From an optimization exercise on the open Yosys and OpenROAD flow, aimed at small area; shortcuts taken in it are not production practice.
Where RTL was checked, it was by simulation tests only, not by an equivalence proof against the original.
No functional check of the RTL was part of runs 1 and 7.
The clock input has no modelled driver; a real chip could not lean on it and would need a root buffer or a full tree.
Power and IR drop assume default switching activity.

--- flow/flow/run.sh ---
#!/bin/bash
# The standard layout with these changes:
#  - port buffers use the smallest buffer cell (every port still gets one);
#  - after floorplan, the combinational logic is re-mapped for area with
#    OpenROAD's restructure (ABC); registers are left as synthesis made them;
set -euo pipefail
export BUFFER_PORTS_ARGS="-buffer_cell sky130_fd_sc_hd__buf_1"
export POST_FLOORPLAN_TCL="$(pwd)/flow/restructure.tcl"
export CTS_ARGS="-sink_clustering_enable -repair_clock_nets -dont_use_dummy_load"
export POST_CTS_TCL="$(pwd)/flow/post_cts.tcl"
bash standard.sh > standard_flow.log 2>&1
--- flow/flow/post_cts.tcl ---
set pc_block [ord::get_db_block]
set pc_root [$pc_block findInst clkbuf_0_clk]
if { $pc_root ne "NULL" && $pc_root ne "" } {
  set pc_in [[$pc_root findITerm A] getNet]
  set pc_out [[$pc_root findITerm X] getNet]
  set pc_loads {}
  foreach it [$pc_out getITerms] {
    if { [$it getInst] ne $pc_root } { lappend pc_loads $it }
  }
  set pc_ok [expr { [llength $pc_loads] <= 4 && [llength [$pc_out getBTerms]] == 0 }]
  foreach it $pc_loads {
    if { ![string match "sky130_fd_sc_hd__clkbuf_*" [[[$it getInst] getMaster] getName]] } { set pc_ok 0 }
  }
  if { $pc_ok } {
    puts "post_cts: removing [$pc_root getName], [llength $pc_loads] leaf buffers now driven by [$pc_in getName]"
    foreach it $pc_loads { $it disconnect; $it connect $pc_in }
    odb::dbInst_destroy $pc_root
    odb::dbNet_destroy $pc_out
    estimate_parasitics -placement
  } else {
    puts "post_cts: root buffer kept"
  }
}
--- flow/flow/restructure.tcl ---
# Re-map the combinational logic for area (registers are not touched).
set rmp_lib [lindex $::env(LIB_FILES) 0]
set rmp_lo "[lindex $::env(TIELO_CELL_AND_PORT) 0]/[lindex $::env(TIELO_CELL_AND_PORT) 1]"
set rmp_hi "[lindex $::env(TIEHI_CELL_AND_PORT) 0]/[lindex $::env(TIEHI_CELL_AND_PORT) 1]"
set rmp_dir $::env(OBJECTS_DIR)/restructure
file mkdir $rmp_dir
puts "restructure: before"
report_design_area
restructure -target area -liberty_file $rmp_lib -tielo_port $rmp_lo -tiehi_port $rmp_hi \
  -work_dir $rmp_dir -abc_logfile $::env(LOG_DIR)/2_1_restructure_abc.log
puts "restructure: after"
report_design_area
# restructure can leave a tie cell whose output drives nothing: remove it
foreach inst [[ord::get_db_block] getInsts] {
  if { [[$inst getMaster] getName] ne [lindex $::env(TIELO_CELL_AND_PORT) 0] } { continue }
  set used 0
  foreach it [$inst getITerms] {
    set n [$it getNet]
    if { $n ne "NULL" && $n ne "" && ([llength [$n getITerms]] > 1 || [llength [$n getBTerms]] > 0) } { set used 1 }
  }
  if { !$used } {
    puts "restructure: removing unused tie cell [$inst getName]"
    odb::dbInst_destroy $inst
  }
}
--- flow/standard.sh ---
#!/bin/bash
# synth_recipe.tcl (not shown) runs the flow's synth.tcl, then flattens the netlist and writes it again
# the make line also repeats each setting of config.mk as NAME=value (left out here)
make -C /OpenROAD-flow-scripts/flow DESIGN_CONFIG=/design/flow/config.mk WORK_HOME=/design/flow/orfs CLKGATE_MAP_FILE= SYNTH_SCRIPT=/design/flow/synth_recipe.tcl "${@:-finish}"
--- flow/config.mk ---
export PLATFORM = sky130hd
export DESIGN_NAME = Simon
export DESIGN_NICKNAME = Simon
export VERILOG_FILES = /design/flow/design.v
export SDC_FILE = /design/flow/constraint.sdc
export NUM_CORES = 4
export LEC_CHECK = 0
export CAP_MARGIN = 20
export CORE_MARGIN = 2
export CORE_UTILIZATION = 40
export SLEW_MARGIN = 20
--- flow/constraint.sdc ---
create_clock -name core_clock -period 10.0 [get_ports {clk}]
set_input_delay 2.0000 -clock core_clock [delete_from_list [all_inputs] [get_ports {clk}]]
set_output_delay 2.0000 -clock core_clock [all_outputs]
set_load 0.01 [all_outputs]
--- flow/design.v ---
`timescale 1ns / 1ps
module Simon(
    output [3:0]    an,
    output [6:0]    seg,
    output [15:0]   led,
    input  [3:0]    sw,
    input           clk,
    input           btnR,      
    input           btnL,      
    input           btnC       
    );
localparam N = 11;      
localparam LW = N - 3;  
wire        rst = ~sw[3];
reg  [1:0]  state;
reg  [2:0]  round;
reg  [2:0]  count;
reg  [7:0]  ran_bits;    
reg  [7:0]  bits;        
reg  [N-1:0] A;
reg  [N-1:0] B;
reg         P1, P2;      
reg         R1, R2;      
reg         dl;          
reg         dlR;         
reg         dbL, dbR;    
reg         X;           
wire s0 = (state == 2'd0);
wire s1 = (state == 2'd1);
wire s2 = (state == 2'd2);
wire s3 = (state == 2'd3);
wire center_pressed = dl  & ~X;
wire left_pressed   = dl  & ~dbL;
wire right_pressed  = dlR & ~dbR;
wire b          = bits[count];
wire wrong      = (right_pressed & ~b) | (left_pressed & b);
wire any        = right_pressed | left_pressed;
wire last       = (count == round);
wire [LW-1:0] lo = A[LW-1:0];
wire lo_zero = ~|lo;
wire lo_last = lo[LW-1] & ~|lo[LW-2:0];       
wire lo_fb;
generate
    if (LW == 8)      assign lo_fb = lo[7] ^ lo[5] ^ lo[4] ^ lo[3] ^ ~|lo[6:0];
    else if (LW == 3) assign lo_fb = lo[2] ^ lo[1] ^ ~|lo[1:0];
    else if (LW == 2) assign lo_fb = lo[1] ^ lo[0] ^ ~lo[0];
    else              assign lo_fb = ~lo[0];
endgenerate
wire [LW-1:0] lo_next;
generate
    if (LW > 1) assign lo_next = {lo[LW-2:0], lo_fb};
    else        assign lo_next = lo_fb;
endgenerate
wire [2:0] hi = A[N-1:N-3];
wire a_ones     = lo_last & (&hi);
wire a_zero     = lo_zero & ~|hi;
wire [3:0] top  = B[3:0];
wire flash_done = a_zero & (top == {1'b0, round} + 4'd1);
wire msg_blank  = a_ones & (&top[2:0]);
wire msg_end    = msg_blank & ~top[3];
reg  [1:0]  nstate;
always @* begin
    nstate = state;
    case (state)
        2'd0: if (center_pressed) nstate = 2'd1;
        2'd1: if (flash_done)     nstate = 2'd2;
        2'd2: if (wrong)          nstate = 2'd3;
              else if (any && last) nstate = (round == 3'd7) ? 2'd3 : 2'd1;
        default: if (msg_end)     nstate = 2'd0;
    endcase
end
wire trans = (nstate != state);
wire a_clr = ~state[0] & (P1 ^ P2);
wire b_clr = ~state[0] & (R1 ^ R2);
wire [2:0] hi_inc = hi + {2'd0, lo_last};
wire [2:0] hi_next = {hi_inc[2] | (hi[2] & ~state[0]), hi_inc[1:0]};
wire b_cin = ~state[0] | a_ones;
wire [N-1:0] b_inc = B + {{(N-1){1'b0}}, b_cin};
wire [N-1:0] b_next = {b_inc[N-1] | B[N-1], b_inc[N-2:0]};
wire a_almost = lo_last & hi[1] & hi[0];           
wire l_upd = A[N-1] | (trans & a_almost & ~(P1 ^ P2));
wire r_upd = B[N-1] | (trans & (&B[N-2:0]) & ~(R1 ^ R2));
always @(posedge clk) begin
    if (rst) begin
        state    <= 2'd0;
        round    <= 3'd0;
        count    <= 3'd0;
        ran_bits <= 8'd0;
        bits     <= 8'd0;
        A        <= {N{1'b0}};
        P1       <= 1'b0;
        P2       <= 1'b0;
        dl       <= 1'b0;
        dbL      <= 1'b0;
        dbR      <= 1'b0;
        X        <= 1'b0;
    end else begin
        state    <= nstate;
        ran_bits <= ran_bits + 8'd1;
        if (s0 && !center_pressed)
            bits <= ran_bits;
        case (state)
            2'd0: begin round <= 3'd0; count <= 3'd0; end
            2'd1: count <= 3'd0;
            2'd2: if (!wrong && any) begin
                      if (!last)               count <= count + 3'd1;
                      else if (round != 3'd7)  round <= round + 3'd1;
                  end
            default: ;
        endcase
        if (trans)
            A <= {{(N-LW){~state[0]}}, ~state[0], {(LW-1){1'b0}}};
        else
            A <= a_clr ? {N{1'b0}} : {hi_next, lo_next};
        P1  <= s0 ? btnC : (s2 & btnL);
        P2  <= ~state[0] & P1;
        dl  <= s0 ? X : (s2 & dbL);
        if (s2 && l_upd) dbL <= P2;
        if (s2 && r_upd) dbR <= R2;
        case (state)
            2'd0: if (A[N-1]) X <= P2;
            2'd1: ;
            2'd2: X <= ~wrong;
            default: if (msg_end) X <= 1'b0;
        endcase
    end
end
always @(posedge clk) begin
    if (trans)
        B <= {{(N-4){1'b0}}, {4{~state[0]}}};
    else
        B <= b_clr ? {N{1'b0}} : b_next;
    R1  <= s2 & btnR;
    R2  <= s2 & R1;
    dlR <= s2 & dbR;
end
wire lit = s1 & ~top[3] & A[N-1];
wire fb  = bits[top[2:0]];
wire [1:0] led_flash = lit ? {~fb, fb} : 2'b00;
wire show = s3 & ~msg_blank;
reg  [3:0] an_d;
reg  [6:0] seg_d;
always @* begin
    case (A[N-2:N-3])
        2'b00: begin an_d = 4'b0111; seg_d = X ? 7'b0011001 : 7'b1000111; end
        2'b01: begin an_d = 4'b1011; seg_d = X ? 7'b0000110 : 7'b1000000; end
        2'b10: begin an_d = 4'b1101; seg_d = X ? 7'b0001000 : 7'b0010010; end
        default: begin an_d = 4'b1110; seg_d = X ? 7'b0001001 : 7'b0000110; end
    endcase
end
assign an  = show ? an_d  : 4'b1111;
assign seg = show ? seg_d : 7'b1111111;
assign led[15:8] = sw[0] ? bits : 8'd0;
assign led[7:6]  = sw[1] ? state : 2'd0;
assign led[5:4]  = led_flash;
assign led[3]    = 1'b0;
assign led[2:0]  = sw[2] ? round : count;
endmodule
==> run summary, run 1 <==
run status=complete, no violations; DRC Markers=0; destination of the worst hold path=A[1]; area used by sequential logic in the layout=1100 sq um; Detail Route Antenna Nets=0; final clock period utilization by the worst path=0.469; required time of the critical path=8.00 ns; synthesized area per cell=9.33 sq um; Starting Density=0.417; Arrival @ worst endpoint=2.69 ns; total of max-cap violations=0; measured slew at the worst slew-check pin=1.09 ns; global routing usage summed across all routing layers=0.147; Worst R2R Start=A[1]; area of the placeable core=7290 sq um; n_diodes=0; Worst VDD drop=0.0000650 V; summed negative setup slack over all endpoints=0 ns; setup repair after global routing missed its margin=false; first-pass GRT wire length=10,200 um; time the final worst path needs with I/O delays and setup=4.69 ns; Iter 0 DRT Violations=133; power per cell area=157 nW/um^2; startpoint of the most critical hold path=A[0]; placer's final routability congestion estimate=0.826; worst setup skew after layout=0.0340 ns; area of the multi-input gates=1240 sq um; max-slew violation count=0; sink count of the clock tree=55; number of core rows=31; hold violation count in the final report=0; post-synthesis cell area=3040 sq um; GRT met3 Usage=0.0207; filler cell count in the final layout=787; overall power=448 uW; clock latency on the worst-skew pair=0.16 ns; crit end category=output pin; Global Route met1 Usage=0.209; tightest slew margin relative to the limit=0.269; Final Net Count=384; share of synthesized registers carrying an async set or reset=0; reg-to-reg critical path endpoint=B[10]; final global-route overflow total=0; Synth Flop Type=dfxtp_1; via count of the first global-routing pass=2,204; most congested layer reported by global routing=met2; number of optimization iterations in the first detailed-route pass=4; reported leakage power=0.000947 uW; Hold Path Depth=2; area added between synthesis and finish=-6.13%; setup slack on the worst flop-to-flop path=6.23 ns; Synthesized Nets=342; die area=8320 sq um; die extent in y=91.2 um; final WL=6090 um; IO buf count=33; final count of negative-setup-slack endpoints=0; distinct cell type count of the synthesized netlist=52; synthesized flop and latch total=55; crit path kind=register to output pin; type of origin of the critical path=register; fraction of final layout cells sized beyond drive strength 1=0.0107; hold crit path type=register to register; number of antenna violations at the first check in global routing=0; Horiz. Die Dim=91.2 um; logic depth of the worst register-to-register path=18; ratio of routed vias to standard cells=5.28; met2 Resource Use GR=0.237; total via count in the routed design=2,493; Fmax=213 MHz; cell count after synthesis=326; EDFF count, synth=0; number of warnings printed during yosys synthesis=1; sequential element share of the synthesized area=0.362; I/O pin total=35; wire per inst=12.9 um; HPWL after detailed placement=4520 um; Critical Path Fanout Max=8; clock input transition at the sequential cells of the worst setup and hold paths=0.11 ns; maximum number of pins on one net before global-route repair=26
==> Yosys cell counts, drive strengths merged (5+ instances only) <==
| cell type | instances | area [sq um] |
|---|---|---|
| a21oi | 7 | 46.3 |
| and2 | 25 | 156 |
| and3 | 9 | 56.3 |
| clkbuf | 13 | 48.8 |
| dfxtp | 55 | 1100 |
| ha | 8 | 100 |
| mux2i | 15 | 166 |
| nand2 | 26 | 97.6 |
| nand2b | 5 | 31.3 |
| nand3 | 16 | 80.1 |
| nor2 | 16 | 67.6 |
| nor2b | 15 | 93.8 |
| nor3 | 18 | 140 |
| o21ai | 7 | 38.8 |
| xnor2 | 17 | 149 |
| xor2 | 14 | 123 |
==> stage by stage <==
stage	hold slack [ns]	worst slack [ns]	utilization	cells	instance area [sq um]
final	0.410	5.31	0.392	472	2860
after global routing	0.439	4.99	0.392	472	2860
after detailed placement	0.427	5.42	0.384	468	2800
after global placement	0.425	5.44	0.384	468	2800
after floorplan	0.428	5.66	-	326	3040
==> worst max-delay path, cell delays in order (launching register included) <==
cell and delay [ns]:
dfxtp_1 0.32, clkinv_1 0.05, nand4_1 0.09, nor4_1 0.50
nand2_1 0.20, nor3_1 0.34, clkinv_1 0.19, nor3_1 0.31
nor3_1 0.20, o311ai_0 0.14, buf_1 0.19
==> power by group <==
group          internal (uW)  total, uW  leakage, uW  switching, uW
registers                243        266     0.000448           22.2
logic                   39.6       90.0     0.000470           50.4
clock network           36.9       92.7    0.0000288           55.8
total                    320        448     0.000947            128
==> state kept, by name, indices dropped and copies added (netlist names) <==
signal    cells
A            11
B            11
bits          8
ran_bits      8
count         3
round         3
state         2
P1            1
P2            1
R1            1
R2            1
X             1
dbL           1
dbR           1
dl            1
dlR           1
==> how the worst max path moves through the flow <==
stage,slack (ns),end,from
6_report,5.31,seg[0],A[1]
5_1_grt,4.99,seg[0],state[0]
3_5_place_dp,5.42,led[9],sw[0]
3_3_place_gp,5.44,led[10],sw[0]
2_1_floorplan,5.66,led[0],sw[2]
==> placed cells by master, fill, tap and decap left out, types with 3 or more instances in the layout <==
| cell | netlist | routed |
|---|---|---|
| clkinv_1 | 0 | 56 |
| dfxtp_1 | 55 | 55 |
| nor2_1 | 15 | 49 |
| buf_1 | 0 | 33 |
| o21ai_0 | 5 | 27 |
| a21oi_1 | 6 | 20 |
| nor3_1 | 8 | 20 |
| o22ai_1 | 1 | 20 |
| nand2_1 | 26 | 14 |
| and3_1 | 9 | 7 |
| a221oi_1 | 0 | 6 |
| nand3_1 | 16 | 6 |
| a211oi_1 | 0 | 5 |
| nand4_1 | 4 | 5 |
| o21a_1 | 1 | 5 |
| clkbuf_8 | 0 | 4 |
| a22oi_1 | 0 | 4 |
| a31o_1 | 0 | 4 |
| nor4_1 | 2 | 4 |
| o221ai_1 | 4 | 4 |
| and2_0 | 0 | 3 |
| nand2b_1 | 5 | 3 |
==> cell type report <==
cell class                 instances  share of cell area
tap                               99              0.0434
clock buffer                       4              0.0193
timing repair buffer              33              0.0434
multi-input combinational        225               0.435
sequential                        55               0.385
inverter                          56              0.0736
==> kinds of logic after synthesis <==
| kind of cell | Yosys count | share of synthesized area |
|---|---|---|
| xor+xnor | 31 | 0.0892 |
| other cells | 1 | 0.00123 |
| simple gates | 147 | 0.280 |
| mux | 22 | 0.0954 |
| fa+ha+maj | 8 | 0.0329 |
| flops | 55 | 0.362 |
| compound gates | 42 | 0.109 |
| buf+inv | 20 | 0.0308 |
==> per-layer routing <==
layer  share of wire  vias to the layer above  wire length (um)
li1                -                     1297                 -
met2            0.43                       43              2630
met5               0                        -                 0
met4          0.0084                        0                51
met3           0.033                        4               204
met1            0.53                     1149              3210
==> run 2: changes to the inputs <==
--- a/flow/design.v
+++ b/flow/design.v
@@ -88,9 +88,13 @@
         ran_bits <= 8'd0;
         bits     <= 8'd0;
         A        <= {N{1'b0}};
+        B        <= {N{1'b0}};
         P1       <= 1'b0;
         P2       <= 1'b0;
+        R1       <= 1'b0;
+        R2       <= 1'b0;
         dl       <= 1'b0;
+        dlR      <= 1'b0;
         dbL      <= 1'b0;
         dbR      <= 1'b0;
         X        <= 1'b0;
@@ -108,13 +112,19 @@
                   end
             default: ;
         endcase
-        if (trans)
+        if (trans) begin
             A <= {{(N-LW){~state[0]}}, ~state[0], {(LW-1){1'b0}}};
-        else
+            B <= {{(N-4){1'b0}}, {4{~state[0]}}};
+        end else begin
             A <= a_clr ? {N{1'b0}} : {hi_next, lo_next};
+            B <= b_clr ? {N{1'b0}} : b_next;
+        end
         P1  <= s0 ? btnC : (s2 & btnL);
         P2  <= ~state[0] & P1;
+        R1  <= s2 & btnR;
+        R2  <= s2 & R1;
         dl  <= s0 ? X : (s2 & dbL);
+        dlR <= s2 & dbR;
         if (s2 && l_upd) dbL <= P2;
         if (s2 && r_upd) dbR <= R2;
         case (state)
@@ -124,15 +134,6 @@
             default: if (msg_end) X <= 1'b0;
         endcase
     end
-end
-always @(posedge clk) begin
-    if (trans)
-        B <= {{(N-4){1'b0}}, {4{~state[0]}}};
-    else
-        B <= b_clr ? {N{1'b0}} : b_next;
-    R1  <= s2 & btnR;
-    R2  <= s2 & R1;
-    dlR <= s2 & dbR;
 end
 wire lit = s1 & ~top[3] & A[N-1];
 wire fb  = bits[top[2:0]];
--- a/flow/config.mk
+++ b/flow/config.mk
@@ -9,3 +9,4 @@
 export CORE_MARGIN = 2
 export CORE_UTILIZATION = 40
 export SLEW_MARGIN = 20
+export SYNTH_HIERARCHICAL = 1
==> run summary, run 2 <==
post-synthesis cell area=2950 sq um (was 3040 sq um); final count of negative-setup-slack endpoints=0 (unchanged); final clock period utilization by the worst path=0.456 (was 0.469); Final Net Count=378 (was 384); crit path kind=register to output pin (unchanged); cells along the critical path=nor4_1 -> nand4_1 -> nor2_1 -> nand2_1 -> nor2_1 -> clkinv_1 -> nor2_1 -> clkinv_1 -> nor2_1 -> nor2_1 -> o311ai_0 -> buf_1 (was clkinv_1 -> nand4_1 -> nor4_1 -> nand2_1 -> nor3_1 -> clkinv_1 -> nor3_1 -> nor3_1 -> o311ai_0 -> buf_1); worst setup skew after layout=0.0209 ns (was 0.0340 ns); Fmax=219 MHz (was 213 MHz); Critical Path Fanout Max=8 (unchanged); category of cells accounting for the largest share of critical-path delay=simple AND/OR/NAND/NOR gates (unchanged); clock latency on the worst-skew pair=0.16 ns (about the same); sink count of the clock tree=55 (unchanged); filler cell count in the final layout=755 (was 787); Worst VDD drop=0.0000625 V (was 0.0000650 V); tightest slew margin relative to the limit=0.314 (was 0.269); setup repair after global routing missed its margin=false (unchanged); number of core rows=31 (unchanged); die extent in y=89.8 um (was 91.2 um); number of antenna violations at the first check in global routing=0 (unchanged); sequential element share of the synthesized area=0.374 (was 0.362); Synthesized Nets=344 (was 342); synthesized flop and latch total=55 (unchanged); number of warnings printed during yosys synthesis=7 (was 1); clock input transition at the sequential cells of the worst setup and hold paths=0.10 ns (was 0.11 ns); library cell with the largest summed area after synthesis=dfxtp_1 (unchanged); wire per inst=12.6 um (was 12.9 um); total of max-cap violations=0 (unchanged); area of the placeable core=7180 sq um (was 7290 sq um); ratio of routed vias to standard cells=5.15 (was 5.28); final critical-path setup slack=5.44 ns (was 5.31 ns); time the final worst path needs with I/O delays and setup=4.56 ns (was 4.69 ns); fraction of final layout cells sized beyond drive strength 1=0.0109 (was 0.0107); summed negative setup slack over all endpoints=0 ns (unchanged); delay of the slowest cell on the worst path=0.32 ns (was 0.50 ns); hold crit path type=register to register (unchanged); cell with the largest stage delay on the worst path=dfxtp_1 (was nor4_1); I/O pin total=35 (unchanged); maximum number of pins on one net before global-route repair=21 (was 26); global routing usage summed across all routing layers=0.149 (was 0.147); final global-route overflow total=0 (unchanged); synthesized area per cell=8.99 sq um (was 9.33 sq um); max-slew violation count=0 (unchanged); Bufs and invs on worst path=3 (unchanged); biggest area contributors in the synthesized netlist=dfxtp_1 37%, xnor2_1 5.3%, and2_1 5.1% (was dfxtp_1 36%, and2_1 5.1%, xnor2_1 4.9%); dominant cell by count in the synthesized netlist=dfxtp_1 (unchanged); required time of the critical path=8.00 ns (about the same); Horiz. Die Dim=89.8 um (was 91.2 um); placer's final routability congestion estimate=0.884 (was 0.826); fraction of synthesized cell area taken by the top area cell type=0.374 (was 0.362); type of origin of the critical path=register (unchanged); most used cells in the layout excluding fill and tap cells=64 x clkinv_1, 55 x dfxtp_1, 52 x nor2_1 (was 56 x clkinv_1, 55 x dfxtp_1, 49 x nor2_1); Synth Flop Type=dfxtp_1 (unchanged); Iter 0 DRT Violations=109 (was 133); Starting Density=0.411 (was 0.417); distinct cell type count of the synthesized netlist=51 (was 52); power per cell area=123 nW/um^2 (was 157 nW/um^2); EDFF count, synth=0 (unchanged); share of synthesized registers carrying an async set or reset=0 (unchanged); die area=8070 sq um (was 8320 sq um); Detail Route Antenna Nets=0 (unchanged); most common cell after layout, fill and taps aside=clkinv_1 (unchanged); number of optimization iterations in the first detailed-route pass=4 (unchanged); critical path's most frequent cell=nor2_1 (was nor3_1); DRC Markers=0 (unchanged); IO buf count=33 (unchanged); cell count after synthesis=328 (was 326); total via count in the routed design=2,402 (was 2,493); Arrival @ worst endpoint=2.56 ns (was 2.69 ns); final WL=5870 um (was 6090 um); top post-synthesis cells by count=55 x dfxtp_1, 24 x and2_1, 23 x nor2_1, 20 x nand2_1 (was 55 x dfxtp_1, 26 x nand2_1, 25 x and2_1, 17 x xnor2_1, 16 x nand3_1); biggest registers after layout=A: 11 flops, B: 11 flops (unchanged); pre-CTS setup slack=5.42 ns (about the same); reported leakage power=0.000858 uW (was 0.000947 uW); run status=complete, no violations (unchanged); crit end category=output pin (unchanged); n_diodes=0 (unchanged); measured slew at the worst slew-check pin=1.02 ns (was 1.09 ns); area added between synthesis and finish=-5.01% (was -6.13%); hold violation count in the final report=0 (unchanged); HPWL after detailed placement=4450 um (was 4520 um); via count of the first global-routing pass=2,114 (was 2,204); first-pass GRT wire length=10,100 um (was 10,200 um)
==> run 2: changes by cell type in the layout (fill, tap and decap cells not counted), moves of 4 or more <==
cell	previous run	this run
a21oi_1	20	11
clkinv_1	56	64
nor3_1	20	12
a211oi_1	5	12
o21a_1	5	0
and3_1	7	3
nor2b_1	2	6
==> run 2: layer usage <==
metal  wire length, um  vias to the layer above  GRT usage
li1                  -                     1263          -
met1              2880                     1087      0.210
met2              2710                       46      0.239
met3               218                        6     0.0243
met4                62                        0     0.0359
met5                 0                        -          0
==> run 2: kinds of logic after synthesis <==
family / Yosys count / synth area share
buffers and inverters: 22 / 0.0352
AO/OA/AOI/OAI: 47 / 0.110
AND/OR/NAND/NOR: 143 / 0.264
adder cells (fa/ha/maj): 8 / 0.0340
flip-flops: 55 / 0.374
XOR/XNOR: 30 / 0.0891
multiplexers: 22 / 0.0929
other: 1 / 0.00127
==> run 2: path summary, 6_finish.rpt <==
path,slack [ns],depth (start not counted),start,to
max,5.44,12,A[0],seg[0]
min,0.46,1,ran_bits[7],ran_bits[7]
max reg2reg,6.09,22,A[0],B[9]
min reg2reg,0.46,1,ran_bits[7],ran_bits[7]
==> run 2: layout make-up <==
cell class / instances / area [sq um] / area share
clock buffers: 4 / 55.1 / 0.0197
well taps: 99 / 124 / 0.0442
inverters: 64 / 240 / 0.0858
repair buffers: 33 / 124 / 0.0442
multi-input cells: 211 / 1160 / 0.413
flip-flops and latches: 55 / 1100 / 0.393
==> run 2: per-stage QoR <==
| step | instance area (sq um) | power (uW) | hold WS, ns | utilization | cells |
|---|---|---|---|---|---|
| after floorplan | 2950 | 253 | 0.420 | - | 328 |
| after global placement | 2750 | 255 | 0.437 | 0.383 | 462 |
| after detailed placement | 2750 | 255 | 0.445 | 0.383 | 462 |
| after global routing | 2800 | 362 | 0.482 | 0.390 | 466 |
| final | 2800 | 344 | 0.457 | 0.390 | 466 |
==> run 2: where the power goes <==
| group | switching [uW] | internal, uW |
|---|---|---|
| sequential | 4.26 | 223 |
| combinational | 14.5 | 8.07 |
| clock | 56.8 | 36.9 |
| total | 75.6 | 268 |
==> run 3: changes to the inputs <==
--- a/flow/config.mk
+++ b/flow/config.mk
@@ -9,4 +9,3 @@
 export CORE_MARGIN = 2
 export CORE_UTILIZATION = 40
 export SLEW_MARGIN = 20
-export SYNTH_HIERARCHICAL = 1
==> run summary, run 3 <==
power per cell area=123 nW/um^2 (unchanged); fraction of final layout cells sized beyond drive strength 1=0.0109 (unchanged); Hold Path Depth=1 (unchanged); Synthesized Nets=344 (unchanged); clock input transition at the sequential cells of the worst setup and hold paths=0.10 ns (about the same); dominant cell by count in the synthesized netlist=dfxtp_1 (unchanged); final clock period utilization by the worst path=0.456 (unchanged); EDFF count, synth=0 (unchanged); n_diodes=0 (unchanged); summed negative setup slack over all endpoints=0 ns (unchanged); Synth Flop Type=dfxtp_1 (unchanged); number of cells after detailed placement=462 (unchanged); Final Net Count=378 (unchanged); IO buf count=33 (unchanged); Net Sw Frac=0.220 (unchanged); Detail Route Antenna Nets=0 (unchanged); final global-route overflow total=0 (unchanged); distinct cell type count of the synthesized netlist=51 (unchanged); tightest slew margin relative to the limit=0.314 (unchanged); Bufs and invs on worst path=3 (unchanged); HPWL after detailed placement=4450 um (unchanged); cells along the critical path=nor4_1 -> nand4_1 -> nor2_1 -> nand2_1 -> nor2_1 -> clkinv_1 -> nor2_1 -> clkinv_1 -> nor2_1 -> nor2_1 -> o311ai_0 -> buf_1 (unchanged); destination of the worst hold path=ran_bits[7] (unchanged); Worst VDD drop=0.0000625 V (unchanged); power spent charging and discharging nets=75.6 uW (unchanged); share of total power in sequential cells=0.662 (about the same); total of max-cap violations=0 (unchanged); logic depth of the worst register-to-register path=22 (unchanged); synthesized flop and latch total=55 (unchanged); fraction of power consumed by combinational cells=0.066 (about the same); sequential element share of the synthesized area=0.374 (unchanged); first-pass GRT wire length=10,100 um (unchanged); final std cells w/o fill=466 (unchanged); DRC Markers=0 (unchanged); reg-to-reg critical path endpoint=B[9] (unchanged); category of cells accounting for the largest share of critical-path delay=simple AND/OR/NAND/NOR gates (unchanged); Critical Path Fanout Max=8 (unchanged); Arrival @ worst endpoint=2.56 ns (about the same); area added between synthesis and finish=-5.01% (unchanged); hold violation count in the final report=0 (unchanged); critical path's most frequent cell=nor2_1 (unchanged); setup slack on the worst flop-to-flop path=6.09 ns (about the same); type of origin of the critical path=register (unchanged); top post-synthesis cells by count=55 x dfxtp_1, 24 x and2_1, 23 x nor2_1, 20 x nand2_1 (unchanged); delay of the slowest cell on the worst path=0.32 ns (about the same); fraction of synthesized cell area taken by the top area cell type=0.374 (unchanged); run status=complete, no violations (unchanged); biggest area contributors in the synthesized netlist=dfxtp_1 37%, xnor2_1 5.3%, and2_1 5.1% (unchanged); most common cell after layout, fill and taps aside=clkinv_1 (unchanged); die area=8070 sq um (unchanged); global routing usage summed across all routing layers=0.149 (unchanged); time the final worst path needs with I/O delays and setup=4.56 ns (unchanged); wire per inst=12.6 um (unchanged); clock latency on the worst-skew pair=0.16 ns (about the same); reported leakage power=0.000858 uW (unchanged); Starting Density=0.411 (unchanged); final WL=5870 um (unchanged); met2 Resource Use GR=0.239 (unchanged); clock power share=0.273 (about the same); sink count of the clock tree=55 (unchanged); synthesized area per cell=8.99 sq um (unchanged); die extent in y=89.8 um (unchanged); internal power=268 uW (unchanged); ratio of routed vias to standard cells=5.15 (unchanged); number of warnings printed during yosys synthesis=1 (was 7); most used cells in the layout excluding fill and tap cells=64 x clkinv_1, 55 x dfxtp_1, 52 x nor2_1 (unchanged); final count of negative-setup-slack endpoints=0 (unchanged); number of core rows=31 (unchanged); post-synthesis cell area=2950 sq um (unchanged); max-slew violation count=0 (unchanged); Global Route met1 Usage=0.210 (unchanged); number of antenna violations at the first check in global routing=0 (unchanged); Fmax=219 MHz (unchanged); setup repair after global routing missed its margin=false (unchanged); crit path kind=register to output pin (unchanged); Iter 0 DRT Violations=109 (unchanged); library cell with the largest summed area after synthesis=dfxtp_1 (unchanged); Worst R2R Start=A[0] (unchanged); hold crit path type=register to register (unchanged); placer's final routability congestion estimate=0.884 (unchanged); worst setup skew after layout=0.0209 ns (unchanged); maximum number of pins on one net before global-route repair=21 (unchanged); crit end category=output pin (unchanged); most congested layer reported by global routing=met2 (unchanged); cell count after synthesis=328 (unchanged); Horiz. Die Dim=89.8 um (unchanged); area of the placeable core=7180 sq um (unchanged); total via count in the routed design=2,402 (unchanged); cell with the largest stage delay on the worst path=dfxtp_1 (unchanged); GRT met3 Usage=0.0243 (unchanged); share of synthesized registers carrying an async set or reset=0 (unchanged); I/O pin total=35 (unchanged); measured slew at the worst slew-check pin=1.02 ns (unchanged); startpoint of the most critical hold path=ran_bits[7] (unchanged); required time of the critical path=8.00 ns (about the same); via count of the first global-routing pass=2,114 (unchanged); biggest registers after layout=A: 11 flops, B: 11 flops (unchanged); number of optimization iterations in the first detailed-route pass=4 (unchanged)
## run 3: how the worst max path moves through the flow
stage / end / cells after the start / start / slack, ns
global route: seg[0] / 12 / A[0] / 5.18
floorplan: led[0] / 1 / sw[2] / 5.66
finish: seg[0] / 12 / A[0] / 5.44
detailed placement: led[9] / 4 / sw[0] / 5.42
global placement: led[8] / 4 / sw[0] / 5.45
## run 3: final cells by class
class / instances / area, sq um
Fill cell: 755 / 4380
Multi-Input combinational cell: 211 / 1160
Sequential cell: 55 / 1100
Inverter: 64 / 240
Timing Repair Buffer: 33 / 124
Tap cell: 99 / 124
Clock buffer: 4 / 55.1
## run 3: cell families (layout without fill, tap and decap cells)
family / Yosys count / count (layout) / share of synthesized area
and+or+nand+nor: 143 / 106 / 0.264
AOI/OAI and AO/OA: 47 / 104 / 0.110
DFF: 55 / 55 / 0.374
buffers and inverters: 22 / 101 / 0.0352
adders and majority gates: 8 / 0 / 0.0340
xor gates and xnor gates: 30 / 0 / 0.0891
muxes: 22 / 0 / 0.0929
other: 1 / 1 / 0.00127
## run 3: power by group through the flow
stage	logic [uW]	clock network, uW	registers, uW
floorplan	21.0	0	232
global placement	22.0	0	233
detailed placement	22.5	0	232
global route	25.7	108	228
finish	22.6	93.7	227
## run 3: per-stage QoR
| step | hold slack (ns) | cell area, sq um | util | setup slack [ns] | power [uW] |
|---|---|---|---|---|---|
| floorplan | 0.420 | 2950 | - | 5.66 | 253 |
| global placement | 0.437 | 2750 | 0.383 | 5.45 | 255 |
| detailed placement | 0.445 | 2750 | 0.383 | 5.42 | 255 |
| global route | 0.482 | 2800 | 0.390 | 5.18 | 362 |
| finish | 0.457 | 2800 | 0.390 | 5.44 | 344 |
## run 3: routing by layer
layer  up-vias  share of wire
li1       1263              -
met1      1087           0.49
met2        46           0.46
met3         6          0.037
met4         0          0.011
met5         -              0
## run 3: worst reg2reg max path, delay by kind of cell (launching register included)
kind,cells,cell delay [ns]
compound gates,2,0.25
buf+inv,6,0.63
simple gates,14,2.55
flops,1,0.32
==> run 4: changes to the inputs <==
--- a/flow/flow/run.sh
+++ b/flow/flow/run.sh
@@ -8,4 +8,5 @@
 export POST_FLOORPLAN_TCL="$(pwd)/flow/restructure.tcl"
 export CTS_ARGS="-sink_clustering_enable -repair_clock_nets -dont_use_dummy_load"
 export POST_CTS_TCL="$(pwd)/flow/post_cts.tcl"
+export RECOVER_POWER=100
 bash standard.sh > standard_flow.log 2>&1
==> run summary, run 4 <==
required time of the critical path=8.00 ns (about the same); placed standard-cell area=2750 sq um (unchanged); power per cell area=123 nW/um^2 (about the same); synthesized area per cell=8.99 sq um (unchanged); number of core rows=31 (unchanged); hold violation count in the final report=0 (unchanged); dominant cell by count in the synthesized netlist=dfxtp_1 (unchanged); die extent in y=89.8 um (unchanged); time the final worst path needs with I/O delays and setup=4.56 ns (about the same); wire per inst=12.7 um (was 12.6 um); Horiz. Die Dim=89.8 um (unchanged); setup repair after global routing missed its margin=false (unchanged); number of optimization iterations in the first detailed-route pass=4 (unchanged); DRC Markers=0 (unchanged); hold crit path type=register to register (unchanged); total via count in the routed design=2,411 (was 2,402); n_diodes=0 (unchanged); most used cells in the layout excluding fill and tap cells=64 x clkinv_1, 55 x dfxtp_1, 52 x nor2_1 (unchanged); number of antenna violations at the first check in global routing=0 (unchanged); maximum number of pins on one net before global-route repair=21 (unchanged); fraction of final layout cells sized beyond drive strength 1=0.0109 (unchanged); HPWL after detailed placement=4450 um (unchanged); share of synthesized registers carrying an async set or reset=0 (unchanged); global routing usage summed across all routing layers=0.149 (unchanged); first-pass GRT wire length=10,100 um (unchanged); synthesized flop and latch total=55 (unchanged); Starting Density=0.411 (unchanged); area used by sequential logic in the layout=1100 sq um (unchanged); EDFF count, synth=0 (unchanged); fraction of synthesized cell area taken by the top area cell type=0.374 (unchanged); max-slew violation count=0 (unchanged); final WL=5900 um (was 5870 um); run status=complete, no violations (unchanged); final global-route overflow total=0 (unchanged); Synth Flop Type=dfxtp_1 (unchanged); crit path kind=primary input to output pin (was register to output pin); crit end category=output pin (unchanged); cell area after layout=2800 sq um (unchanged); worst setup skew after layout=0.0231 ns (was 0.0209 ns); GRT met3 Usage=0.0243 (unchanged); top post-synthesis cells by count=55 x dfxtp_1, 24 x and2_1, 23 x nor2_1, 20 x nand2_1 (unchanged); Critical Path Fanout Max=8 (unchanged); tightest slew margin relative to the limit=0.235 (was 0.314); pre-CTS setup slack=5.42 ns (unchanged); total of max-cap violations=0 (unchanged); Fmax=219 MHz (about the same); distinct cell type count of the synthesized netlist=51 (unchanged); final critical-path setup slack=5.44 ns (about the same); post-synthesis cell area=2950 sq um (unchanged); most congested layer reported by global routing=met2 (unchanged); Iter 0 DRT Violations=125 (was 109); worst hold slack=0.457 ns (about the same); I/O pin total=35 (unchanged); via count of the first global-routing pass=2,114 (unchanged); Global Route met1 Usage=0.210 (unchanged); Arrival @ worst endpoint=2.56 ns (about the same); type of origin of the critical path=primary input (was register); clock input transition at the sequential cells of the worst setup and hold paths=0.07 ns (was 0.10 ns); measured slew at the worst slew-check pin=1.14 ns (was 1.02 ns); biggest registers after layout=A: 11 flops, B: 11 flops (unchanged); biggest area contributors in the synthesized netlist=dfxtp_1 37%, xnor2_1 5.3%, and2_1 5.1% (unchanged); sink count of the clock tree=55 (unchanged); Detail Route Antenna Nets=0 (unchanged); final count of negative-setup-slack endpoints=0 (unchanged); final clock period utilization by the worst path=0.456 (about the same); Final Net Count=378 (unchanged); filler cell count in the final layout=755 (unchanged); area of the placeable core=7180 sq um (unchanged); reported leakage power=0.000858 uW (about the same); library cell with the largest summed area after synthesis=dfxtp_1 (unchanged); area of the multi-input gates=1160 sq um (unchanged); die area=8070 sq um (unchanged); cell count after synthesis=328 (unchanged); met2 Resource Use GR=0.239 (unchanged); IO buf count=33 (unchanged); Synthesized Nets=344 (unchanged); ratio of routed vias to standard cells=5.17 (was 5.15); most common cell after layout, fill and taps aside=clkinv_1 (unchanged); placer's final routability congestion estimate=0.884 (unchanged); Worst VDD drop=0.0000625 V (about the same); number of warnings printed during yosys synthesis=1 (unchanged); summed negative setup slack over all endpoints=0 ns (unchanged); area added between synthesis and finish=-5.01% (unchanged); final std cells w/o fill=466 (unchanged); sequential element share of the synthesized area=0.374 (unchanged); number of cells after detailed placement=462 (unchanged); clock latency on the worst-skew pair=0.16 ns (about the same)
[run 4: routing by layer]
layer / wire length, um / share of wire
met1: 2910 / 0.49
met2: 2690 / 0.46
met3: 210 / 0.036
met4: 93 / 0.016
met5: 0 / 0
[run 4: cell families after synthesis]
family	count (synthesis)	synth area share
AND/OR/NAND/NOR	143	0.264
buffers and inverters	22	0.0352
multiplexers	22	0.0929
AO/OA/AOI/OAI	47	0.110
XOR/XNOR	30	0.0891
flip-flops	55	0.374
other	1	0.00127
adder cells (fa/ha/maj)	8	0.0340
[run 4: metrics by stage]
step	utilization	total power (uW)
floorplan	-	253
global route	0.390	362
detailed placement	0.383	255
finish	0.390	344
global placement	0.383	255
[run 4: report_power, final]
part / internal (uW) / switching (uW)
logic: 8.03 / 14.6
clock network: 36.9 / 57.3
registers: 223 / 4.30
[run 4: cell type report]
class,count,area share
tap,99,0.0442
timing repair buffer,33,0.0442
sequential,55,0.393
clock buffer,4,0.0197
inverter,64,0.0858
multi-input combinational,211,0.413
[run 4: worst paths after layout]
kind / start / to / slack, ns / cells past startpoint
worst max-delay path: sw[0] / led[8] / 5.44 / 4
worst min-delay path: ran_bits[7] / ran_bits[7] / 0.46 / 1
worst max register to register: A[0] / B[9] / 6.08 / 22
worst min register to register: ran_bits[7] / ran_bits[7] / 0.46 / 1
[run 4: critical path, cell delays in order]
cell and delay [ns]:
buf_1 0.07, clkinv_1 0.18, nor2_1 0.14, buf_1 0.17
==> run 5: changes to the inputs <==
--- a/flow/flow/run.sh
+++ b/flow/flow/run.sh
@@ -8,5 +8,4 @@
 export POST_FLOORPLAN_TCL="$(pwd)/flow/restructure.tcl"
 export CTS_ARGS="-sink_clustering_enable -repair_clock_nets -dont_use_dummy_load"
 export POST_CTS_TCL="$(pwd)/flow/post_cts.tcl"
-export RECOVER_POWER=100
 bash standard.sh > standard_flow.log 2>&1
--- a/flow/config.mk
+++ b/flow/config.mk
@@ -7,5 +7,5 @@
 export LEC_CHECK = 0
 export CAP_MARGIN = 20
 export CORE_MARGIN = 2
-export CORE_UTILIZATION = 40
+export CORE_UTILIZATION = 60
 export SLEW_MARGIN = 20
==> run summary, run 5 <==
sink count of the clock tree=55 (unchanged); Detail Route Antenna Nets=0 (unchanged); top post-synthesis cells by count=55 x dfxtp_1, 24 x and2_1, 23 x nor2_1, 20 x nand2_1 (unchanged); setup repair after global routing missed its margin=false (unchanged); power per cell area=124 nW/um^2 (was 123 nW/um^2); clock latency on the worst-skew pair=0.15 ns (was 0.16 ns); GRT met3 Usage=0.0407 (was 0.0243); maximum number of pins on one net before global-route repair=21 (unchanged); synthesized flop and latch total=55 (unchanged); area added between synthesis and finish=-6.37% (was -5.01%); most congested layer reported by global routing=met2 (unchanged); met2 Resource Use GR=0.368 (was 0.239); total of max-cap violations=0 (unchanged); hold violation count in the final report=0 (unchanged); cell count after synthesis=328 (unchanged); Fmax=219 MHz (about the same); time the final worst path needs with I/O delays and setup=4.56 ns (about the same); cell with the largest stage delay on the worst path=clkinv_1 (unchanged); fraction of final layout cells sized beyond drive strength 1=0.0109 (unchanged); hold crit path type=register to register (unchanged); summed negative setup slack over all endpoints=0 ns (unchanged); die area=5490 sq um (was 8070 sq um); run status=complete, no violations (unchanged); number of core rows=25 (was 31); synthesized area per cell=8.99 sq um (unchanged); critical path's most frequent cell=buf_1 (unchanged); filler cell count in the final layout=478 (was 755); biggest registers after layout=A: 11 flops, B: 11 flops (unchanged); Critical Path Fanout Max=8 (unchanged); Final Net Count=378 (unchanged); first-pass GRT wire length=9930 um (was 10,100 um); tightest slew margin relative to the limit=0.387 (was 0.235); total via count in the routed design=2,413 (was 2,411); cells along the critical path=buf_1 -> clkinv_1 -> nor2_1 -> buf_1 (unchanged); Worst VDD drop=0.0000830 V (was 0.0000625 V); dominant cell by count in the synthesized netlist=dfxtp_1 (unchanged); library cell with the largest summed area after synthesis=dfxtp_1 (unchanged); Iter 0 DRT Violations=104 (was 125); die extent in y=74.1 um (was 89.8 um); wire per inst=13.6 um (was 12.7 um); final global-route overflow total=0 (unchanged); crit path kind=primary input to output pin (unchanged); number of cells after detailed placement=430 (was 462); IO buf count=33 (unchanged); distinct cell type count of the synthesized netlist=51 (unchanged); share of synthesized registers carrying an async set or reset=0 (unchanged); core utilization of the finished layout=0.584 (was 0.390); n_diodes=0 (unchanged); clock input transition at the sequential cells of the worst setup and hold paths=0.09 ns (was 0.07 ns); required time of the critical path=8.00 ns (about the same); delay of the slowest cell on the worst path=0.18 ns (about the same); global routing usage summed across all routing layers=0.229 (was 0.149); fraction of synthesized cell area taken by the top area cell type=0.374 (unchanged); final clock period utilization by the worst path=0.456 (about the same); type of origin of the critical path=primary input (unchanged); number of antenna violations at the first check in global routing=0 (unchanged); ratio of routed vias to standard cells=5.56 (was 5.17); DRC Markers=0 (unchanged); Synth Flop Type=dfxtp_1 (unchanged); I/O pin total=35 (unchanged); most used cells in the layout excluding fill and tap cells=64 x clkinv_1, 55 x dfxtp_1, 52 x nor2_1 (unchanged); final count of negative-setup-slack endpoints=0 (unchanged); final std cells w/o fill=434 (was 466); HPWL after detailed placement=4440 um (was 4450 um); Synthesized Nets=344 (unchanged); placer's final routability congestion estimate=0.914 (was 0.884); Horiz. Die Dim=74.1 um (was 89.8 um); number of warnings printed during yosys synthesis=1 (unchanged); max-slew violation count=0 (unchanged); crit end category=output pin (unchanged); Global Route met1 Usage=0.315 (was 0.210); reported leakage power=0.000858 uW (about the same); area of the placeable core=4720 sq um (was 7180 sq um); sequential element share of the synthesized area=0.374 (unchanged); worst setup skew after layout=0.0132 ns (was 0.0231 ns); biggest area contributors in the synthesized netlist=dfxtp_1 37%, xnor2_1 5.3%, and2_1 5.1% (unchanged); measured slew at the worst slew-check pin=0.912 ns (was 1.14 ns); most common cell after layout, fill and taps aside=clkinv_1 (unchanged); Arrival @ worst endpoint=2.56 ns (about the same); post-synthesis cell area=2950 sq um (unchanged); final WL=5890 um (was 5900 um); EDFF count, synth=0 (unchanged); via count of the first global-routing pass=2,133 (was 2,114); number of optimization iterations in the first detailed-route pass=4 (unchanged); Starting Density=0.624 (was 0.411)
==> run 5: cell counts after synthesis <==
Identical to the previous run, type by type.
==> run 5: area by class of cell <==
| cell class | instances | area (sq um) | share of cell area |
|---|---|---|---|
| Multi-Input combinational cell | 211 | 1160 | 0.419 |
| Inverter | 64 | 240 | 0.0870 |
| Tap cell | 67 | 83.8 | 0.0304 |
| Timing Repair Buffer | 33 | 124 | 0.0449 |
| Clock buffer | 4 | 55.1 | 0.0199 |
| Sequential cell | 55 | 1100 | 0.399 |
==> run 5: final timing paths <==
kind                  end  cells after the start  slack, ns  startpoint
setup / recovery  led[15]                      4       5.44       sw[0]
setup reg to reg     B[9]                     22       6.26        A[0]
hold / removal        dlR                      2       0.45         dbR
hold reg to reg       dlR                      2       0.45         dbR
==> run 5: kinds of logic after synthesis <==
family	share of synthesized area
buf+inv	0.0352
flops	0.374
compound gates	0.110
xor+xnor	0.0891
fa+ha+maj	0.0340
simple gates	0.264
mux	0.0929
other cells	0.00127
==> run 5: power breakdown <==
| group | total (uW) | internal [uW] | leakage (uW) | switching (uW) |
|---|---|---|---|---|
| logic | 22.3 | 8.06 | 0.000384 | 14.2 |
| registers | 228 | 223 | 0.000445 | 4.45 |
| clock network | 92.1 | 36.9 | 0.0000288 | 55.2 |
| total | 342 | 268 | 0.000858 | 73.9 |
==> run 5: per-stage QoR <==
step / power, uW / hold WS (ns) / setup WS (ns) / instance area, sq um
3_5_place_dp: 255 / 0.447 / 5.44 / 2710
6_report: 342 / 0.453 / 5.44 / 2760
2_1_floorplan: 253 / 0.420 / 5.66 / 2950
5_1_grt: 355 / 0.463 / 5.23 / 2760
3_3_place_gp: 254 / 0.439 / 5.46 / 2710
==> run 5: critical path, delay by kind of cell <==
family,cells,cell delay (ns)
and+or+nand+nor,1,0.14
buffers and inverters,3,0.42
==> run 5: routing by layer <==
layer | up-vias | routed length, um
met1 | 1077 | 2800
met5 | - | 0
li1 | 1261 | -
met3 | 8 | 315
met2 | 67 | 2690
met4 | 0 | 73
==> run 6: changes to the inputs <==
--- a/flow/design.v
+++ b/flow/design.v
@@ -32,7 +32,8 @@
 wire center_pressed = dl  & ~X;
 wire left_pressed   = dl  & ~dbL;
 wire right_pressed  = dlR & ~dbR;
-wire b          = bits[count];
+wire [2:0] bidx = state[0] ? B[2:0] : count;
+wire b          = bits[bidx];
 wire wrong      = (right_pressed & ~b) | (left_pressed & b);
 wire any        = right_pressed | left_pressed;
 wire last       = (count == round);
@@ -136,7 +137,7 @@
     end
 end
 wire lit = s1 & ~top[3] & A[N-1];
-wire fb  = bits[top[2:0]];
+wire fb  = b;
 wire [1:0] led_flash = lit ? {~fb, fb} : 2'b00;
 wire show = s3 & ~msg_blank;
 reg  [3:0] an_d;
--- a/flow/config.mk
+++ b/flow/config.mk
@@ -7,5 +7,5 @@
 export LEC_CHECK = 0
 export CAP_MARGIN = 20
 export CORE_MARGIN = 2
-export CORE_UTILIZATION = 60
+export CORE_UTILIZATION = 40
 export SLEW_MARGIN = 20
==> run summary, run 6 <==
Worst R2R Start=state[0] (was A[0]); tightest slew margin relative to the limit=0.281 (was 0.387); Fmax=207 MHz (was 219 MHz); number of cells after detailed placement=468 (was 430); synthesized flop and latch total=55 (unchanged); n_diodes=0 (unchanged); Synth Flop Type=dfxtp_1 (unchanged); HPWL after detailed placement=4550 um (was 4440 um); Starting Density=0.413 (was 0.624); required time of the critical path=8.00 ns (about the same); reported leakage power=0.000871 uW (was 0.000858 uW); run status=complete, no violations (unchanged); total of max-cap violations=0 (unchanged); library cell with the largest summed area after synthesis=dfxtp_1 (unchanged); global routing usage summed across all routing layers=0.148 (was 0.229); Synthesized Nets=342 (was 344); time the final worst path needs with I/O delays and setup=4.83 ns (was 4.56 ns); measured slew at the worst slew-check pin=1.07 ns (was 0.912 ns); post-synthesis cell area=2980 sq um (was 2950 sq um); Arrival @ worst endpoint=2.83 ns (was 2.56 ns); ratio of routed vias to standard cells=5.16 (was 5.56); crit path kind=register to output pin (was primary input to output pin); delay of the slowest cell on the worst path=0.66 ns (was 0.18 ns); clock input transition at the sequential cells of the worst setup and hold paths=0.09 ns (about the same); die extent in y=90.3 um (was 74.1 um); fraction of power consumed by combinational cells=0.184 (was 0.065); power per cell area=149 nW/um^2 (was 124 nW/um^2); startpoint of the most critical hold path=A[2] (was dbR); area of the placeable core=7210 sq um (was 4720 sq um); Iter 0 DRT Violations=175 (was 104); setup repair after global routing missed its margin=false (unchanged); via count of the first global-routing pass=2,179 (was 2,133); share of synthesized registers carrying an async set or reset=0 (unchanged); type of origin of the critical path=register (was primary input); clock power share=0.217 (was 0.269); logic depth of the worst register-to-register path=13 (was 22); biggest registers after layout=A: 11 flops, B: 11 flops (unchanged); summed negative setup slack over all endpoints=0 ns (unchanged); sequential element share of the synthesized area=0.370 (was 0.374); most used cells in the layout excluding fill and tap cells=68 x clkinv_1, 55 x dfxtp_1, 53 x nor2_1 (was 64 x clkinv_1, 55 x dfxtp_1, 52 x nor2_1); number of core rows=31 (was 25); cells along the critical path=clkinv_1 -> o22ai_1 -> clkinv_1 -> o22ai_1 -> o22ai_1 -> o22ai_1 -> nor2b_1 -> buf_1 (was buf_1 -> clkinv_1 -> nor2_1 -> buf_1); cell count after synthesis=326 (was 328); share of total power in sequential cells=0.599 (was 0.665); reg-to-reg critical path endpoint=A[10] (was B[9]); most common cell after layout, fill and taps aside=clkinv_1 (unchanged); final std cells w/o fill=472 (was 434); total via count in the routed design=2,434 (was 2,413); power spent charging and discharging nets=121 uW (was 73.9 uW); Detail Route Antenna Nets=0 (unchanged); pre-CTS setup slack=5.27 ns (was 5.44 ns); top post-synthesis cells by count=55 x dfxtp_1, 26 x nand2_1, 22 x and2_1, 22 x nand3_1, 18 x nor2_1 (was 55 x dfxtp_1, 24 x and2_1, 23 x nor2_1, 20 x nand2_1); maximum number of pins on one net before global-route repair=24 (was 21); sink count of the clock tree=55 (unchanged); crit end category=output pin (unchanged); share of cell area taken by muxes after synthesis=0.0966 (was 0.0930); final clock period utilization by the worst path=0.483 (was 0.456); fraction of synthesized cell area taken by the top area cell type=0.370 (was 0.374); synthesized area per cell=9.13 sq um (was 8.99 sq um); Net Sw Frac=0.288 (was 0.216); Adder-Cell Fraction of Synth Area=0.0336 (was 0.0340); area added between synthesis and finish=-5.67% (was -6.37%); EDFF count, synth=0 (unchanged); DRC Markers=0 (unchanged); number of antenna violations at the first check in global routing=0 (unchanged); Horiz. Die Dim=90.3 um (was 74.1 um); synthesized-area fraction occupied by and/or/nand/nor cells=0.258 (was 0.264); destination of the worst hold path=A[3] (was dlR); critical path's most frequent cell=o22ai_1 (was buf_1); Hold Path Depth=2 (unchanged); dominant cell by count in the synthesized netlist=dfxtp_1 (unchanged); max-slew violation count=0 (unchanged); fraction of final layout cells sized beyond drive strength 1=0.0107 (was 0.0109); distinct cell type count of the synthesized netlist=51 (unchanged); internal power=299 uW (was 268 uW); hold crit path type=register to register (unchanged); IO buf count=33 (unchanged); setup slack on the worst flop-to-flop path=5.19 ns (was 6.26 ns); cell area after layout=2810 sq um (was 2760 sq um); I/O pin total=35 (unchanged); die area=8150 sq um (was 5490 sq um); clock latency on the worst-skew pair=0.15 ns (about the same); compound-cell area share of the yosys netlist=0.116 (was 0.110); main combinational cell family by area after synthesis=simple AND/OR/NAND/NOR gates (unchanged); worst setup skew after layout=0.0120 ns (was 0.0132 ns); final WL=5900 um (was 5890 um); placer's final routability congestion estimate=0.827 (was 0.914); Worst VDD drop=0.0000505 V (was 0.0000830 V); cell with the largest stage delay on the worst path=dfxtp_1 (was clkinv_1); number of optimization iterations in the first detailed-route pass=5 (was 4); xor and xnor area share after synthesis=0.0912 (was 0.0891); final count of negative-setup-slack endpoints=0 (unchanged); biggest area contributors in the synthesized netlist=dfxtp_1 37%, mux2i_1 5.0%, xor2_1 4.7% (was dfxtp_1 37%, xnor2_1 5.3%, and2_1 5.1%); number of warnings printed during yosys synthesis=1 (unchanged); Critical Path Fanout Max=17 (was 8); wire per inst=12.5 um (was 13.6 um); worst hold slack=0.434 ns (was 0.453 ns); first-pass GRT wire length=10,100 um (was 9930 um); final critical-path setup slack=5.17 ns (was 5.44 ns); placed standard-cell area=2750 sq um (was 2710 sq um); final global-route overflow total=0 (unchanged); Final Net Count=384 (was 378); hold violation count in the final report=0 (unchanged)
[run 6: changes by cell type after synthesis, sizes merged, moves of 4 or more]
| cell | delta |
|---|---|
| clkbuf | +4 |
| and3 | +5 |
| nand2 | +6 |
| nor3 | -5 |
| nand3 | +4 |
| xor2 | +4 |
| a21o | -4 |
[run 6: per-stage QoR]
stage                     power (uW)  utilization
after detailed placement         333        0.382
after global placement           332        0.382
after global routing             446        0.389
after floorplan                  298            -
final                            419        0.389
[run 6: layout make-up]
cell class	instances	area, sq um
Clock buffer	4	55.1
Multi-Input combinational cell	213	1150
Timing Repair Buffer	33	124
Inverter	68	255
Fill cell	766	4410
Tap cell	99	124
Sequential cell	55	1100
[run 6: power groups by stage]
stage | clock [uW] | sequential [uW] | combinational [uW]
after floorplan | 0 | 240 | 58.0
after global placement | 0 | 256 | 75.5
after detailed placement | 0 | 256 | 76.4
after global routing | 103 | 254 | 88.6
final | 91.2 | 251 | 77.1
[run 6: worst max-delay path by stage]
stage	startpoint	to	cells past startpoint
floorplan	sw[2]	led[0]	1
global placement	sw[2]	led[2]	4
detailed placement	state[0]	B[2]	13
global route	state[0]	A[10]	13
finish	state[0]	led[4]	8
[run 6: metal layers]
| metal | routed length, um | track usage | vias up |
|---|---|---|---|
| li1 | - | - | 1269 |
| met1 | 2870 | 0.211 | 1086 |
| met2 | 2520 | 0.229 | 73 |
| met3 | 441 | 0.0292 | 6 |
| met4 | 70 | 0.0359 | 0 |
| met5 | 0 | 0 | - |
[run 6: kinds of logic (layout without fill, tap and decap cells)]
group / Yosys count / after routing
other cells: 1 / 1
flops: 55 / 55
buf+inv: 21 / 105
mux: 23 / 0
simple gates: 143 / 108
fa+ha+maj: 8 / 0
compound gates: 44 / 104
xor+xnor: 31 / 0
[run 6: critical path, delay by kind of cell (launching register included)]
family / cells / cell delay (ns)
simple gates: 1 / 0.20
flops: 1 / 0.66
buf+inv: 3 / 0.82
compound gates: 4 / 1.00
==> run 7: changes to the inputs <==
--- a/flow/design.v
+++ b/flow/design.v
@@ -121,11 +121,11 @@
             B <= b_clr ? {N{1'b0}} : b_next;
         end
         P1  <= s0 ? btnC : (s2 & btnL);
-        P2  <= ~state[0] & P1;
+        P2  <= P1;               
         R1  <= s2 & btnR;
-        R2  <= s2 & R1;
+        R2  <= R1;               
         dl  <= s0 ? X : (s2 & dbL);
-        dlR <= s2 & dbR;
+        dlR <= dbR;              
         if (s2 && l_upd) dbL <= P2;
         if (s2 && r_upd) dbR <= R2;
         case (state)
==> run summary, run 7 <==
dominant cell by count in the synthesized netlist=dfxtp_1 (unchanged); launching element of the worst setup path=state[0] (unchanged); final global-route overflow total=0 (unchanged); sink count of the clock tree=55 (unchanged); Critical Path Fanout Max=16 (was 17); setup slack on the worst flop-to-flop path=5.82 ns (was 5.19 ns); startpoint of the most critical hold path=P1 (was A[2]); power per cell area=121 nW/um^2 (was 149 nW/um^2); run status=complete, no violations (unchanged); Synthesized Nets=341 (was 342); via count of the first global-routing pass=2,047 (was 2,179); most common cell after layout, fill and taps aside=clkinv_1 (unchanged); time the final worst path needs with I/O delays and setup=4.79 ns (was 4.83 ns); setup repair after global routing missed its margin=false (unchanged); summed negative setup slack over all endpoints=0 ns (unchanged); type of origin of the critical path=register (unchanged); total of max-cap violations=0 (unchanged); Fmax=209 MHz (was 207 MHz); final WL=5790 um (was 5900 um); clock latency on the worst-skew pair=0.16 ns (was 0.15 ns); ratio of routed vias to standard cells=5.09 (was 5.16); Arrival @ worst endpoint=2.79 ns (was 2.83 ns); post-synthesis cell area=2870 sq um (was 2980 sq um); Horiz. Die Dim=88.7 um (was 90.3 um); Detail Route Antenna Nets=0 (unchanged); fraction of final layout cells sized beyond drive strength 1=0.0108 (was 0.0107); Final Net Count=380 (was 384); top post-synthesis cells by count=55 x dfxtp_1, 31 x nor2_1, 22 x nand2_1, 21 x and2_1, 19 x xnor2_1 (was 55 x dfxtp_1, 26 x nand2_1, 22 x and2_1, 22 x nand3_1, 18 x nor2_1); tightest slew margin relative to the limit=0.502 (was 0.281); logic depth of the worst register-to-register path=14 (was 13); I/O pin total=35 (unchanged); final count of negative-setup-slack endpoints=0 (unchanged); distinct cell type count of the synthesized netlist=47 (was 51); global routing usage summed across all routing layers=0.156 (was 0.148); Worst R2R Start=state[0] (unchanged); final clock period utilization by the worst path=0.479 (was 0.483); measured slew at the worst slew-check pin=0.742 ns (was 1.07 ns); number of antenna violations at the first check in global routing=0 (unchanged); synthesized area per cell=8.83 sq um (was 9.13 sq um); fraction of synthesized cell area taken by the top area cell type=0.384 (was 0.370); Hold Path Depth=2 (unchanged); Iter 0 DRT Violations=161 (was 175); Starting Density=0.418 (was 0.413); reg-to-reg critical path endpoint=A[8] (was A[10]); HPWL after detailed placement=4450 um (was 4550 um); hold crit path type=register to register (unchanged); number of warnings printed during yosys synthesis=1 (unchanged); total via count in the routed design=2,369 (was 2,434); clock input transition at the sequential cells of the worst setup and hold paths=0.10 ns (was 0.09 ns); cell count after synthesis=325 (was 326); sequential element share of the synthesized area=0.384 (was 0.370); destination of the worst hold path=P2 (was A[3]); hold violation count in the final report=0 (unchanged); die area=7870 sq um (was 8150 sq um); number of optimization iterations in the first detailed-route pass=4 (was 5); IO buf count=33 (unchanged); wire per inst=12.4 um (was 12.5 um); Synth Flop Type=dfxtp_1 (unchanged); most used cells in the layout excluding fill and tap cells=65 x clkinv_1, 57 x nor2_1, 55 x dfxtp_1 (was 68 x clkinv_1, 55 x dfxtp_1, 53 x nor2_1); worst hold slack=0.403 ns (was 0.434 ns); placer's final routability congestion estimate=0.881 (was 0.827); filler cell count in the final layout=722 (was 766); first-pass GRT wire length=9690 um (was 10,100 um); Worst VDD drop=0.0000504 V (was 0.0000505 V); area of the placeable core=6870 sq um (was 7210 sq um); DRC Markers=0 (unchanged); synthesized flop and latch total=55 (unchanged); reported leakage power=0.000867 uW (was 0.000871 uW); overall power=339 uW (was 419 uW); n_diodes=0 (unchanged); crit end category=output pin (unchanged); die extent in y=88.7 um (was 90.3 um); library cell with the largest summed area after synthesis=dfxtp_1 (unchanged); max-slew violation count=0 (unchanged); share of synthesized registers carrying an async set or reset=0 (unchanged); biggest area contributors in the synthesized netlist=dfxtp_1 38%, xnor2_1 5.8%, mux2i_1 5.6% (was dfxtp_1 37%, mux2i_1 5.0%, xor2_1 4.7%); number of core rows=30 (was 31); crit path kind=register to output pin (unchanged); EDFF count, synth=0 (unchanged); biggest registers after layout=A: 11 flops, B: 11 flops (unchanged); maximum number of pins on one net before global-route repair=25 (was 24); area added between synthesis and finish=-2.09% (was -5.67%); worst setup skew after layout=0.0294 ns (was 0.0120 ns); required time of the critical path=8.00 ns (about the same)
## run 7: logic make-up (layout without fill, tap and decap cells)
| kind of cell | count (synthesis) | count (layout) | synth area share |
|---|---|---|---|
| buffers and inverters | 21 | 102 | 0.0292 |
| AND/OR/NAND/NOR | 149 | 107 | 0.276 |
| adder cells (fa/ha/maj) | 8 | 0 | 0.0349 |
| multiplexers | 22 | 0 | 0.0911 |
| flip-flops | 55 | 55 | 0.384 |
| AO/OA/AOI/OAI | 37 | 103 | 0.0867 |
| XOR/XNOR | 32 | 1 | 0.0976 |
| other | 1 | 1 | 0.00131 |
## run 7: layer usage
layer	vias up	share of wire	GRT usage
met4	0	0.010	0.0386
li1	1248	-	-
met1	1070	0.52	0.230
met3	4	0.044	0.0233
met2	47	0.42	0.239
met5	-	0	0
## run 7: layout make-up
cell class,count,area (sq um),share of cell area
multi-input combinational,212,1170,0.415
sequential,55,1100,0.392
inverter,65,244,0.0868
timing repair buffer,33,124,0.0441
tap,96,120,0.0427
clock buffer,4,55.1,0.0196
## run 7: worst max-delay path, cell delays in order (launching register included)
cell and delay [ns]:
dfxtp_1 0.67, clkinv_1 0.48, o22ai_1 0.47, o22ai_1 0.12, o22a_1 0.21, o22ai_1 0.25, clkinv_1 0.15, nor2_1 0.13
buf_1 0.17
## run 7: how the worst max path moves through the flow
stage,to,cells after the start
3_3_place_gp,led[6],4
3_5_place_dp,led[1],4
5_1_grt,led[4],8
6_report,led[4],8
2_1_floorplan,led[0],1
## run 7: power breakdown
group / total (uW) / leakage [uW] / internal (uW) / switching [uW]
clock network: 91.2 / 0.0000288 / 36.8 / 54.4
registers: 227 / 0.000445 / 223 / 3.46
logic: 21.3 / 0.000392 / 7.49 / 13.8
## run 7: per-stage QoR
stage	worst slack, ns	util	instance area [sq um]	std cells
final	5.21	0.409	2810	465
after global routing	5.05	0.409	2810	465
after detailed placement	5.44	0.401	2760	461
after global placement	5.47	0.401	2760	461
after floorplan	5.66	-	2870	325

## static timing again, ports no longer ideal
In the flow no input, the clock included, has a driving cell. The finished layouts below were timed again as built, in two steps. Step 1: set_driving_cell puts a clkbuf_16 on clk and a buf_2 on each other input, an assumption about the parent block. Step 2 moves the port delays by t, midway between the first and last clock arrival at a register: inputs arrive t later, outputs are due t later. That takes back most of the time a late clock gives input paths. a / b / c = no drivers / after step 1 / after step 2; a / b = the first two.
| run | t, ns | setup WS [ns] | worst register clock-pin slew, ns |
|---|---|---|---|
| run 1 | 0.202 | 5.312 / 5.257 / 5.395 | 0.11 / 0.11 |
| run 2 | 0.199 | 5.436 / 5.384 / 5.416 | 0.10 / 0.10 |
| run 3 | 0.199 | 5.436 / 5.384 / 5.416 | 0.10 / 0.10 |
| run 4 | 0.200 | 5.437 / 5.400 / 5.415 | 0.10 / 0.10 |
| run 5 | 0.198 | 5.441 / 5.417 / 5.417 | 0.09 / 0.09 |
| run 6 | 0.199 | 5.170 / 5.116 / 5.195 | 0.09 / 0.09 |
| run 7 | 0.196 | 5.215 / 5.163 / 5.359 | 0.10 / 0.10 |
After both steps every run listed still meets setup and hold. The setup slack of run 5, which loses most, moves by -0.024 ns with the drivers and by -0.024 ns with both steps.
